What follows belongs to an exercise in optimizing a design on an open flow for small area; a production flow would make more cautious choices. RTL that was checked went through simulation tests only; none was proved equivalent to the original.

==> inputs of run a <==
==> flow/design.v (excerpt) <==
module MULTI_32bit(clk, rst, A, B, F);
  input clk, rst;
  input [31:0] A;
  input [31:0] B;
  output reg [31:0] F;
  wire [45:0] prod;
  wire pp_0_0 = ~(A[0] & B[0]);
  wire pp_0_1 = ~(A[0] & B[1]);
  wire pp_0_2 = ~(A[0] & B[2]);
  wire pp_0_3 = ~(A[0] & B[3]);
  wire pp_0_4 = ~(A[0] & B[4]);
  wire pp_0_5 = ~(A[0] & B[5]);
  wire pp_0_6 = ~(A[0] & B[6]);
  wire pp_0_7 = ~(A[0] & B[7]);
  wire pp_0_8 = ~(A[0] & B[8]);
  wire pp_0_9 = ~(A[0] & B[9]);
  wire pp_0_10 = ~(A[0] & B[10]);
  wire pp_0_11 = ~(A[0] & B[11]);
  wire pp_0_12 = ~(A[0] & B[12]);
  wire pp_0_13 = ~(A[0] & B[13]);
  wire pp_0_14 = ~(A[0] & B[14]);
  wire pp_0_15 = ~(A[0] & B[15]);
  wire pp_0_16 = ~(A[0] & B[16]);
  wire pp_0_17 = ~(A[0] & B[17]);
  wire pp_0_18 = ~(A[0] & B[18]);
  wire pp_0_19 = ~(A[0] & B[19]);
  wire pp_0_20 = ~(A[0] & B[20]);
  wire pp_0_21 = ~(A[0] & B[21]);
  wire pp_0_22 = ~(A[0] & B[22]);
  wire pp_1_0 = ~(A[1] & B[0]);
  wire pp_1_1 = ~(A[1] & B[1]);
  wire pp_1_2 = ~(A[1] & B[2]);
  wire pp_1_3 = ~(A[1] & B[3]);
  wire pp_1_4 = ~(A[1] & B[4]);
  wire pp_1_5 = ~(A[1] & B[5]);
  wire pp_1_6 = ~(A[1] & B[6]);
  wire pp_1_7 = ~(A[1] & B[7]);
  wire pp_1_8 = ~(A[1] & B[8]);
  wire pp_1_9 = ~(A[1] & B[9]);
  wire pp_1_10 = ~(A[1] & B[10]);
  wire pp_1_11 = ~(A[1] & B[11]);
  wire pp_1_12 = ~(A[1] & B[12]);
  wire pp_1_13 = ~(A[1] & B[13]);
  wire pp_1_14 = ~(A[1] & B[14]);
  wire pp_1_15 = ~(A[1] & B[15]);
  wire pp_1_16 = ~(A[1] & B[16]);
  wire pp_1_17 = ~(A[1] & B[17]);
  wire pp_1_18 = ~(A[1] & B[18]);
  wire pp_1_19 = ~(A[1] & B[19]);
  wire pp_1_20 = ~(A[1] & B[20]);
  wire pp_1_21 = ~(A[1] & B[21]);
  wire pp_1_22 = ~(A[1] & B[22]);
  wire pp_2_0 = ~(A[2] & B[0]);
  wire pp_2_1 = ~(A[2] & B[1]);
  wire pp_2_2 = ~(A[2] & B[2]);
  wire pp_2_3 = ~(A[2] & B[3]);
  wire pp_2_4 = ~(A[2] & B[4]);
  wire pp_2_5 = ~(A[2] & B[5]);
  wire pp_2_6 = ~(A[2] & B[6]);
  wire pp_2_7 = ~(A[2] & B[7]);
  wire pp_2_8 = ~(A[2] & B[8]);
  ...
export LEC_CHECK = 0
export CAP_MARGIN = 20
export CORE_MARGIN = 2
export CORE_UTILIZATION = 40
export SLEW_MARGIN = 20
export SYNTH_HIERARCHICAL = 1
export SYNTH_MINIMUM_KEEP_SIZE = 0
create_clock -name core_clock -period 8.0 [get_ports {clk}]
run.sh (not shown) runs the stock make flow with config.mk's settings and CLKGATE_MAP_FILE= SYNTH_SCRIPT=/design/flow/synth_recipe.tcl, a recipe that flattens the netlist after the stock synthesis.
==> run b: changes against run a <==
--- a/flow/config.mk
+++ b/flow/config.mk
@@ -7,7 +7,8 @@
 export LEC_CHECK = 0
 export CAP_MARGIN = 20
 export CORE_MARGIN = 2
-export CORE_UTILIZATION = 40
+export CORE_UTILIZATION = 55
+export CTS_BUF_LIST = sky130_fd_sc_hd__clkbuf_4
 export SLEW_MARGIN = 20
 export SYNTH_HIERARCHICAL = 1
 export SYNTH_MINIMUM_KEEP_SIZE = 0
==> comparison table <==
quantity                                             run a           run b
Post-detailed-placement cell area             21,000 sq um    20,800 sq um
Worst-Skew Late Latency                            0.41 ns         0.53 ns
Clock buffers and inverters, area share             0.0306          0.0145
Met2 WL post-DR                             24,200 microns  24,300 microns
Post-route non-filler standard cell count            2,615           2,450
Detailed-route via count                            14,000          14,000
Final HPWL DP                               40,900 microns  39,900 microns
Clock slew at reported path FFs                    0.06 ns         0.10 ns
Met3 wirelength from detailed routing         3950 microns    4120 microns
Final instance area                           21,700 sq um    21,100 sq um
Final worst slack                                 0.223 ns        0.291 ns
Run status                no timing/DRC/antenna violations  no timing/DRC/antenna violations
Endpoint of the worst hold-timing path               F[20]            F[2]
Via count of the first global-routing pass          15,700          15,100
Overall global routing resource usage                0.221           0.306

========
==> trial 33 <==
Another version of the RTL of MULTI_32bit (not shown whole).
## MULTI_32bit
module MULTI_32bit(clk, rst, A, B, F);
  input clk, rst;
  input [31:0] A;
  input [31:0] B;
  output reg [31:0] F;
  wire [45:0] prod;
  wire bone_0 = B[0] ^ 1'b0;
  wire btwo_0 = (B[1] & ~B[0] & ~1'b0) | (~B[1] & B[0] & 1'b0);
  wire bneg_0 = B[1] & ~(B[0] & 1'b0);
  wire bnegc_0 = ~bneg_0;
  wire pp_0_0;
  bsel1 u_pp_0_0 (.a(A[0]), .s(bone_0), .neg(bneg_0), .y(pp_0_0));
  wire pp_0_1;
  bsel u_pp_0_1 (.a0(A[1]), .a1(A[0]), .one(bone_0), .two(btwo_0), .neg(bneg_0), .y(pp_0_1));
  wire pp_0_2;
  bsel u_pp_0_2 (.a0(A[2]), .a1(A[1]), .one(bone_0), .two(btwo_0), .neg(bneg_0), .y(pp_0_2));
  wire pp_0_3;
  bsel u_pp_0_3 (.a0(A[3]), .a1(A[2]), .one(bone_0), .two(btwo_0), .neg(bneg_0), .y(pp_0_3));
  wire pp_0_4;
  bsel u_pp_0_4 (.a0(A[4]), .a1(A[3]), .one(bone_0), .two(btwo_0), .neg(bneg_0), .y(pp_0_4));
  wire pp_0_5;
  bsel u_pp_0_5 (.a0(A[5]), .a1(A[4]), .one(bone_0), .two(btwo_0), .neg(bneg_0), .y(pp_0_5));
  wire pp_0_6;
  bsel u_pp_0_6 (.a0(A[6]), .a1(A[5]), .one(bone_0), .two(btwo_0), .neg(bneg_0), .y(pp_0_6));
  wire pp_0_7;
  bsel u_pp_0_7 (.a0(A[7]), .a1(A[6]), .one(bone_0), .two(btwo_0), .neg(bneg_0), .y(pp_0_7));
  wire pp_0_8;
  bsel u_pp_0_8 (.a0(A[8]), .a1(A[7]), .one(bone_0), .two(btwo_0), .neg(bneg_0), .y(pp_0_8));
  wire pp_0_9;
  ...
clock: 8.0 ns
lec_check: 0
cap_margin: 20
core_margin: 2
core_utilization: 55
cts_buf_list: sky130_fd_sc_hd__clkbuf_4
slew_margin: 20
synth_hierarchical: 1
synth_minimum_keep_size: 0
standard.sh (not shown) runs the stock make flow with config.mk's settings and CLKGATE_MAP_FILE= SYNTH_SCRIPT=/design/flow/synth_recipe.tcl, a recipe that flattens the netlist after the stock synthesis.
==> flow/flow/run.sh <==
#!/bin/bash
# Own layout flow: the standard ORFS flow (standard.sh, unchanged synthesis) with
#  - port buffers of a small buffer cell instead of the default delay buffer,
#  - every combinational cell set to its smallest drive strength after floorplan,
#    so that the later repair steps only upsize what timing, slew and load need.
set -euo pipefail
W=$(pwd)
export POST_FLOORPLAN_TCL=$W/flow/downsize.tcl
if [[ -f $W/flow/port_buffer ]]; then
  export BUFFER_PORTS_ARGS="-buffer_cell $(cat $W/flow/port_buffer)"
fi
bash standard.sh > $W/standard_flow.log 2>&1
Other scripts of this flow, unchanged in this note and not shown: flow/flow/downsize.tcl
==> trial 32: changes against trial 33 <==
--- a/flow/design.v
+++ b/flow/design.v
@@ -1954,81 +1954,116 @@
   assign P777 = p609 & P733;
   wire G778;
   wire P779;
   assign G778 = g612 | (p613 & G712);
   assign P779 = p613 & P713;
-  assign prod[0] = p525;
-  assign prod[1] = p527 ^ g524;
-  assign prod[2] = p529 ^ G616;
-  assign prod[3] = p531 ^ G736;
-  assign prod[4] = p533 ^ G662;
-  assign prod[5] = p535 ^ G738;
-  assign prod[6] = p537 ^ G714;
-  assign prod[7] = p539 ^ G740;
-  assign prod[8] = p541 ^ G684;
-  assign prod[9] = p543 ^ G742;
-  assign prod[10] = p545 ^ G716;
-  assign prod[11] = p547 ^ G744;
-  assign prod[12] = p549 ^ G704;
-  assign prod[13] = p551 ^ G746;
-  assign prod[14] = p553 ^ G718;
-  assign prod[15] = p555 ^ G748;
-  assign prod[16] = p557 ^ G694;
-  assign prod[17] = p559 ^ G750;
-  assign prod[18] = p561 ^ G720;
-  assign prod[19] = p563 ^ G752;
-  assign prod[20] = p565 ^ G706;
-  assign prod[21] = p567 ^ G754;
-  assign prod[22] = p569 ^ G722;
-  assign prod[23] = p571 ^ G756;
-  assign prod[24] = p573 ^ G700;
-  assign prod[25] = p575 ^ G758;
-  assign prod[26] = p577 ^ G724;
-  assign prod[27] = p579 ^ G760;
-  assign prod[28] = p581 ^ G708;
-  assign prod[29] = p583 ^ G762;
-  assign prod[30] = p585 ^ G726;
-  assign prod[31] = p587 ^ G764;
-  assign prod[32] = p589 ^ G698;
-  assign prod[33] = p591 ^ G766;
-  assign prod[34] = p593 ^ G728;
-  assign prod[35] = p595 ^ G768;
-  assign prod[36] = p597 ^ G710;
-  assign prod[37] = p599 ^ G770;
-  assign prod[38] = p601 ^ G730;
-  assign prod[39] = p603 ^ G772;
-  assign prod[40] = p605 ^ G702;
-  assign prod[41] = p607 ^ G774;
-  assign prod[42] = p609 ^ G732;
-  assign prod[43] = p611 ^ G776;
-  assign prod[44] = p613 ^ G712;
-  assign prod[45] = p615 ^ G778;
+  assign prod[0] = ~p525;
+  assign prod[1] = ~(p527 ^ g524);
+  assign prod[2] = ~(p529 ^ G616);
+  assign prod[3] = ~(p531 ^ G736);
+  assign prod[4] = ~(p533 ^ G662);
+  assign prod[5] = ~(p535 ^ G738);
+  assign prod[6] = ~(p537 ^ G714);
+  assign prod[7] = ~(p539 ^ G740);
+  assign prod[8] = ~(p541 ^ G684);
+  assign prod[9] = ~(p543 ^ G742);
+  assign prod[10] = ~(p545 ^ G716);
+  assign prod[11] = ~(p547 ^ G744);
+  assign prod[12] = ~(p549 ^ G704);
+  assign prod[13] = ~(p551 ^ G746);
+  assign prod[14] = ~(p553 ^ G718);
+  assign prod[15] = ~(p555 ^ G748);
+  assign prod[16] = ~(p557 ^ G694);
+  assign prod[17] = ~(p559 ^ G750);
+  assign prod[18] = ~(p561 ^ G720);
+  assign prod[19] = ~(p563 ^ G752);
+  assign prod[20] = ~(p565 ^ G706);
+  assign prod[21] = ~(p567 ^ G754);
+  assign prod[22] = ~(p569 ^ G722);
+  assign prod[23] = ~(p571 ^ G756);
+  assign prod[24] = ~(p573 ^ G700);
+  assign prod[25] = ~(p575 ^ G758);
+  assign prod[26] = ~(p577 ^ G724);
+  assign prod[27] = ~(p579 ^ G760);
+  assign prod[28] = ~(p581 ^ G708);
+  assign prod[29] = ~(p583 ^ G762);
+  assign prod[30] = ~(p585 ^ G726);
+  assign prod[31] = ~(p587 ^ G764);
+  assign prod[32] = ~(p589 ^ G698);
+  assign prod[33] = ~(p591 ^ G766);
+  assign prod[34] = ~(p593 ^ G728);
+  assign prod[35] = ~(p595 ^ G768);
+  assign prod[36] = ~(p597 ^ G710);
+  assign prod[37] = ~(p599 ^ G770);
+  assign prod[38] = ~(p601 ^ G730);
+  assign prod[39] = ~(p603 ^ G772);
+  assign prod[40] = ~(p605 ^ G702);
+  assign prod[41] = ~(p607 ^ G774);
+  assign prod[42] = ~(p609 ^ G732);
+  assign prod[43] = ~(p611 ^ G776);
+  assign prod[44] = ~(p613 ^ G712);
+  assign prod[45] = ~(p615 ^ G778);
   reg [45:0] r1p;
   reg [7:0] r1e;
   reg r1s;
   reg [31:0] r2;
   always @(posedge clk) begin
     r1p <= prod;
     r1e <= A[30:23] + B[30:23] + 8'd151;  
     r1s <= A[31] ^ B[31];
   end
-  reg [4:0] sh;
-  integer k;
-  wire [22:0] lzv = {r1p[45:25], r1p[24] | r1p[23], 1'b1};
-  always @(*) begin
-    sh = 5'd22;
-    for (k = 0; k < 23; k = k + 1)
-      if (lzv[k]) sh = 22 - k;
-  end
-  wire [45:0] nsh = r1p << sh;
-  wire [22:0] nman = nsh[44:22];
-  wire [7:0] nexp = r1e - {3'b0, sh};
+  wire [30:0] nres;
+  nrm u_nrm (.Dn(r1p), .e(r1e), .o(nres));
+  wire [7:0] nexp = nres[30:23];
+  wire [22:0] nman = nres[22:0];
   always @(posedge clk) begin
     r2 <= {r1s, nexp, nman};
     F <= r2;
   end
 endmodule
+module nrm(input [45:0] Dn, input [7:0] e, output [30:0] o);
+  wire [7:0] Z;
+  genvar g;
+  generate for (g = 0; g < 7; g = g + 1) begin : zg
+    if (g < 6) assign Z[g] = &Dn[45-3*g -: 3];
+    else assign Z[g] = &Dn[27:25];
+  end endgenerate
+  assign Z[7] = 1'b0;
+  wire q1 = Z[0] & Z[1] & Z[2];
+  wire q2 = q1 & Z[3] & Z[4] & Z[5];
+  wire qa0 = ~q1, qa1 = q1 & ~q2, qa2 = q2;
+  wire zr0 = qa0 ? Z[0] : (qa1 ? Z[3] : Z[6]);
+  wire zr1 = qa0 ? Z[1] : (qa1 & Z[4]);
+  wire rb0 = ~zr0, rb1 = zr0 & ~zr1, rb2 = zr0 & zr1;
+  wire [45:0] v1;    
+  wire [45:0] v2n;   
+  genvar x;
+  generate for (x = 0; x < 46; x = x + 1) begin : la
+    if (x < 14) assign v1[x] = 1'b0;
+    else if (x < 18) aoi22_cell ua (.a0(Dn[x]), .a1(Dn[x-9]), .one(qa0), .two(qa1), .y(v1[x]));
+    else aoi222_cell ua (.a(Dn[x]), .b(Dn[x-9]), .c(Dn[x-18]), .sa(qa0), .sb(qa1), .sc(qa2), .y(v1[x]));
+  end endgenerate
+  generate for (x = 0; x < 46; x = x + 1) begin : lb
+    if (x < 20) assign v2n[x] = 1'b1;
+    else aoi222_cell ub (.a(v1[x]), .b(v1[x-3]), .c(v1[x-6]), .sa(rb0), .sb(rb1), .sc(rb2), .y(v2n[x]));
+  end endgenerate
+  wire s21 = qa2 & rb1;
+  wire t0 = ~v2n[45] | (s21 & ~Dn[23]);
+  wire t1 = ~t0 & (~v2n[44] | s21);
+  wire t2 = ~t0 & ~t1;
+  wire [22:0] man;
+  generate for (x = 0; x < 23; x = x + 1) begin : lc
+    aoi222_cell uc (.a(v2n[22+x]), .b(v2n[21+x]), .c(v2n[20+x]), .sa(t0), .sb(t1), .sc(t2), .y(man[x]));
+  end endgenerate
+  wire [4:0] sh = (qa1 ? 5'd9 : qa2 ? 5'd18 : 5'd0) + (rb1 ? 5'd3 : rb2 ? 5'd6 : 5'd0) + (t1 ? 5'd1 : t2 ? 5'd2 : 5'd0);
+  assign o = {e - {3'b0, sh}, man};
+endmodule
+module aoi222_cell(a, b, c, sa, sb, sc, y);
+  input a, b, c, sa, sb, sc;
+  output y;
+  assign y = ~((sa & a) | (sb & b) | (sc & c));
+endmodule
 module fa_cell(a, b, c, s, co);
   input a, b, c;
   output s, co;
   assign s = a ^ b ^ c;
   assign co = (a & b) | (a & c) | (b & c);
--- a/flow/flow/run.sh
+++ b/flow/flow/run.sh
@@ -7,6 +7,9 @@
 W=$(pwd)
 export POST_FLOORPLAN_TCL=$W/flow/downsize.tcl
 if [[ -f $W/flow/port_buffer ]]; then
   export BUFFER_PORTS_ARGS="-buffer_cell $(cat $W/flow/port_buffer)"
 fi
+if [[ -f $W/flow/cts_args ]]; then
+  export CTS_ARGS="$(cat $W/flow/cts_args)"
+fi
 bash standard.sh > $W/standard_flow.log 2>&1
==> flow/flow/cts_args (new file) <==
-sink_clustering_enable -repair_clock_nets -dont_use_dummy_load -buf_list {sky130_fd_sc_hd__clkbuf_4 sky130_fd_sc_hd__clkbuf_8}
==> flow/flow/port_buffer (new file) <==
sky130_fd_sc_hd__buf_1
--- a/flow/config.mk
+++ b/flow/config.mk
@@ -6,9 +6,8 @@
 export NUM_CORES = 4
 export LEC_CHECK = 0
 export CAP_MARGIN = 20
 export CORE_MARGIN = 2
 export CORE_UTILIZATION = 55
-export CTS_BUF_LIST = sky130_fd_sc_hd__clkbuf_4
 export SLEW_MARGIN = 20
 export SYNTH_HIERARCHICAL = 1
 export SYNTH_MINIMUM_KEEP_SIZE = 0
==> notes <==
Maximum frequency: trial 32 is larger than trial 33 (2.8%). In trial 33 the global-route usage is higher than in trial 32, by 3.0 points. Trial 33 completed with no timing, DRC or antenna violations. Trial 32 passed the timing, design-rule and antenna checks. Of trial 32 and trial 33, trial 32 has the higher non-clock buffer count (gap 2). Final cell count: trial 32 is smaller than trial 33 (about 11%). In sequential cell count, trial 33 and trial 32 do not differ. Of trial 32 and trial 33, trial 32 has the higher sequential share of layout area (gap 1.4 points). Against trial 32, the count of clock-buffer cells in the layout of trial 33 is higher by 1. Of trial 32 and trial 33, trial 33 has the higher register-to-register slack (gap 1800 ps). Between trial 33 and trial 32, the lower cell area is in trial 32 (gap about 11%, measured against trial 32). Between trial 33 and trial 32, the lower worst hold slack is in trial 32 (gap 23 ps).
Only the layout flow was run in trial 33; the RTL was not checked for function there.

-- afterwards: timing with drivers on the ports --
No port has a modelled driver above. Below, the same layouts with a new extraction and two added sets of constraints.
Step 1, drivers: a clkbuf_16 drives clk and a buf_2 each remaining input, both assumed.
Step 2 also shifts input and output timing later by t, the mid clock arrival at the registers, as if the neighbouring blocks saw the same clock.
Three values: ideal ports, drivers, drivers and shift; two values: the first two.
run | t (ns) | setup WS [ns] | hold slack, ns | worst setup path at the end | pins driven straight from the clock port
run a | 0.451 | 0.223 / 0.242 / -0.209 | 0.321 / 0.321 / 0.321 | input to register | 1
run b | 0.560 | 0.291 / 0.254 / -0.306 | 0.335 / 0.335 / 0.335 | input to register | 1
trial 33 | 0.546 | 0.319 / 0.336 / -0.210 | 0.322 / 0.322 / 0.322 | input to register | 1
trial 32 | 0.435 | 0.525 / 0.540 / 0.105 | 0.299 / 0.299 / 0.299 | input to register | 1
Met with ideal ports but missed after step 2: setup timing in run a, run b and trial 33. The setup slack of run b, which loses most, moves by -0.037 ns with the drivers and by -0.597 ns with both steps.
